This is an optimization exercise on Yosys and OpenROAD, whose aim is small area, a short achievable clock period and few clock cycles per item, not a production implementation. Where RTL was checked, it was by simulation tests only, not by an equivalence proof against the original.

## inv
module inv #(parameter WIDTH = 256)
   (
   input  wire               clk,
   input  wire               reset_n,
   input  wire               start_inv,
   input  wire [WIDTH - 1:0] a,
   input  wire [WIDTH - 1:0] P,
   output wire               done_inv,
   output wire [WIDTH:0]     result
   );
==> module inv, before the edit <==
module inv #(parameter WIDTH = 256)
   (
   input  wire               clk,
   input  wire               reset_n,
   input  wire               start_inv,
   input  wire [WIDTH - 1:0] a,
   input  wire [WIDTH - 1:0] P,
   output wire               done_inv,
   output wire [WIDTH:0]     result
   );
   reg  [255:0] U, V, CV;
   reg  [256:0] CU;
   reg  [9:0]   cnt;
   reg          busy, ph2, done, sig;
   assign done_inv = done;
   assign result   = CU;
   wire         load = start_inv & ~busy & ~done;
   wire [254:0] x = U[255:1];
   wire [254:0] y = V[255:1];
   wire         ge, eq_unused;
   wire [254:0] dm;
   inv_csub u_csub (.x(x), .y(y), .ge(ge), .eq(eq_unused), .d(dm));
   wire         even = ~U[0];
   wire         fin  = ~even & ~(|x) & ~(|y);
   wire [7:0]   ctop = CU[256:249];
   wire [255:0] pm   = ~CV;                     
   wire [7:0]   ptop = {1'b0, pm[255:249]};
   wire         gtp  = ctop > ptop;             
   wire [7:0]   t1   = {2'b0, pm[255:250]};
   wire [7:0]   t2   = {3'b0, pm[255:251]};
   wire [7:0]   t3   = {4'b0, pm[255:252]};
   wire [9:0]   e1   = {2'b0, ctop} - {2'b0, ptop} - {2'b0, t1};
   wire [9:0]   e2   = {2'b0, ctop} - {2'b0, ptop} - {2'b0, t2};
   wire [9:0]   e3   = {2'b0, ctop} - {2'b0, ptop} - {2'b0, t3};
   wire         lt1  = gtp ? e1[9] : ctop < t1;
   wire         lt2  = gtp ? e2[9] : ctop < t2;
   wire         lt3  = gtp ? e3[9] : ctop < t3;
   wire [1:0]   jw   = lt3 ? 2'd3 : lt2 ? 2'd2 : lt1 ? 2'd1 : 2'd0;
   wire [1:0]   jl   = (cnt[8:2] != 7'h7f) ? 2'd3 : ~cnt[1:0];    
   wire [1:0]   j2   = (jw < jl) ? jw : jl;
   wire [1:0]   mu = even ? (U[1] ? 2'd0 : U[2] ? 2'd1 : U[3] ? 2'd2 : 2'd3) :
                     (x[0] ^ y[0]) ? 2'd0 : (x[1] ^ y[1]) ? 2'd1 :
                     (x[2] ^ y[2]) ? 2'd2 : 2'd3;
   wire [1:0]   m  = ph2 ? j2 : mu;
   wire [254:0] z  = even ? x : dm;
   wire [254:0] zs = (mu == 2'd0) ? z : (mu == 2'd1) ? {1'b0, z[254:1]} :
                     (mu == 2'd2) ? {2'b0, z[254:2]} : {3'b0, z[254:3]};
   wire         swp = ~even & ~ge & ~ph2;
   wire [256:0] sum;
   wire         sge;
   wire [256:0] sumv;
   inv_add u_add (.a(CU), .b({ph2, CV}), .ci(ph2), .fi(fin), .s(sum), .sv(sumv), .co(sge));
   wire [256:0] zc  = (ph2 & sge) ? sum : (swp | (fin & sig)) ? {1'b0, CV} : CU;
   wire [256:0] zcs = (m == 2'd0) ? {zc[255:0], 1'b0} :
                      (m == 2'd1) ? {zc[254:0], 2'b0} :
                      (m == 2'd2) ? {zc[253:0], 3'b0} : {zc[252:0], 4'b0};
   wire [9:0]  cnt1 = cnt + 10'd1;
   wire [9:0]  cnt2 = cnt + 10'd2;
   wire [9:0]  cnt3 = cnt + 10'd3;
   wire [9:0]  cnt4 = cnt + 10'd4;
   wire [1:0]  mn   = fin ? 2'd0 : m;
   wire [9:0]  cnt_n = (mn == 2'd0) ? cnt1 : (mn == 2'd1) ? cnt2 :
                       (mn == 2'd2) ? cnt3 : cnt4;
   always @(posedge clk or negedge reset_n) begin
      if (!reset_n) begin
         busy <= 1'b0;
         done <= 1'b0;
         ph2  <= 1'b0;
         sig  <= 1'b0;
         cnt  <= 10'd0;
      end else if (!start_inv) begin
         busy <= 1'b0;
         done <= 1'b0;
      end else if (load) begin
         busy <= 1'b1;
         ph2  <= 1'b0;
         sig  <= 1'b1;
         cnt  <= 10'd0;
      end else if (busy) begin
         cnt <= cnt_n;
         if (fin)
            ph2 <= 1'b1;
         if (swp)
            sig <= ~sig;
         if (cnt_n[9]) begin
            busy <= 1'b0;
            done <= 1'b1;
         end
      end else begin
         done <= 1'b0;
      end
   end
   always @(posedge clk) begin
      U  <= load ? a : {1'b0, zs};
      if (load | swp)
         V <= load ? P : U;
      CU <= load ? 257'd0 : fin ? {zc[255:0], 1'b0} : zcs;
      if (load | (busy & ~ph2 & ~even))
         CV <= load ? 256'd1 : sumv[255:0];
   end
endmodule
clock: 10.0 ns
lec_check: 0
cap_margin: 20
cell_pad_in_sites_detail_placement: 1
cell_pad_in_sites_global_placement: 2
core_margin: 2
core_utilization: 40
setup_slack_margin: 5
slew_margin: 20
tns_end_percent: 5
standard.sh (not shown) runs the stock make flow with config.mk's settings and CLKGATE_MAP_FILE= SYNTH_SCRIPT=/design/flow/synth_recipe.tcl, a recipe that flattens the netlist after the stock synthesis.
==> flow/flow/run.sh <==
#!/bin/bash
# The standard layout (the standard.sh, all steps), except that the
# input and output ports are buffered with the smallest buffer cell.
set -euo pipefail
bash standard.sh 'BUFFER_PORTS_ARGS=-buffer_cell sky130_fd_sc_hd__buf_1' finish > standard_flow.log 2>&1
Testbench counts at the start, summed over its fixed seeds: cycles 20,074, items 72.
Rerun with:
--- a/flow/design.v
+++ b/flow/design.v
@@ -23,17 +23,17 @@
    wire         even = ~U[0];
    wire         fin  = ~even & ~(|x) & ~(|y);
-   wire [7:0]   ctop = CU[256:249];
+   wire [15:0]  ctop = CU[256:241];
    wire [255:0] pm   = ~CV;                     
-   wire [7:0]   ptop = {1'b0, pm[255:249]};
+   wire [15:0]  ptop = {1'b0, pm[255:241]};
    wire         gtp  = ctop > ptop;             
-   wire [7:0]   t1   = {2'b0, pm[255:250]};
-   wire [7:0]   t2   = {3'b0, pm[255:251]};
-   wire [7:0]   t3   = {4'b0, pm[255:252]};
-   wire [9:0]   e1   = {2'b0, ctop} - {2'b0, ptop} - {2'b0, t1};
-   wire [9:0]   e2   = {2'b0, ctop} - {2'b0, ptop} - {2'b0, t2};
-   wire [9:0]   e3   = {2'b0, ctop} - {2'b0, ptop} - {2'b0, t3};
-   wire         lt1  = gtp ? e1[9] : ctop < t1;
-   wire         lt2  = gtp ? e2[9] : ctop < t2;
-   wire         lt3  = gtp ? e3[9] : ctop < t3;
+   wire [15:0]  t1   = {2'b0, pm[255:242]};
+   wire [15:0]  t2   = {3'b0, pm[255:243]};
+   wire [15:0]  t3   = {4'b0, pm[255:244]};
+   wire [17:0]  e1   = {2'b0, ctop} - {2'b0, ptop} - {2'b0, t1};
+   wire [17:0]  e2   = {2'b0, ctop} - {2'b0, ptop} - {2'b0, t2};
+   wire [17:0]  e3   = {2'b0, ctop} - {2'b0, ptop} - {2'b0, t3};
+   wire         lt1  = gtp ? e1[17] : ctop < t1;
+   wire         lt2  = gtp ? e2[17] : ctop < t2;
+   wire         lt3  = gtp ? e3[17] : ctop < t3;
    wire [1:0]   jw   = lt3 ? 2'd3 : lt2 ? 2'd2 : lt1 ? 2'd1 : 2'd0;
    wire [1:0]   jl   = (cnt[8:2] != 7'h7f) ? 2'd3 : ~cnt[1:0];    
Clock-buffer cell count rises by 15.
Setup slack loses 580 ps.
Die area decreases slightly.
Hold slack loses 33 ps.
Synthesized area goes down slightly.
Wire length goes down by a few percent.
Flip-flop and latch count does not change.
For the second run of this note, only the layout was checked, not whether the RTL still works.

re-timing with driven ports:
No port has a modelled driver above. Below, the same layouts with a new extraction and two added sets of constraints. Step 1, drivers: a clkbuf_16 drives clk and a buf_2 each remaining input, both assumed. Step 2 adds t to the input delays and takes it off the output delays; t is the mean of the earliest and latest rising clock arrival at the registers after step 1. Input paths then give back, and output paths get back, about the clock's delay inside the block. Three values: ideal, step 1, step 2; two values: the first two.
run | t, ns | setup WS [ns] | worst hold slack (ns) | latest minus earliest clock arrival (ns) | worst register clock-pin slew, ns
the first run | 0.931 | 4.785 / 4.785 / 4.064 | 0.513 / 0.513 / 0.513 | 0.036 / 0.035 | 0.07 / 0.07
the second run | 0.928 | 4.201 / 4.201 / 3.909 | 0.480 / 0.480 / 0.480 | 0.032 / 0.032 | 0.07 / 0.07
After both steps every run listed still meets setup and hold. The setup slack of the first run, which loses most, moves by 0.000 ns with the drivers and by -0.721 ns with both steps.
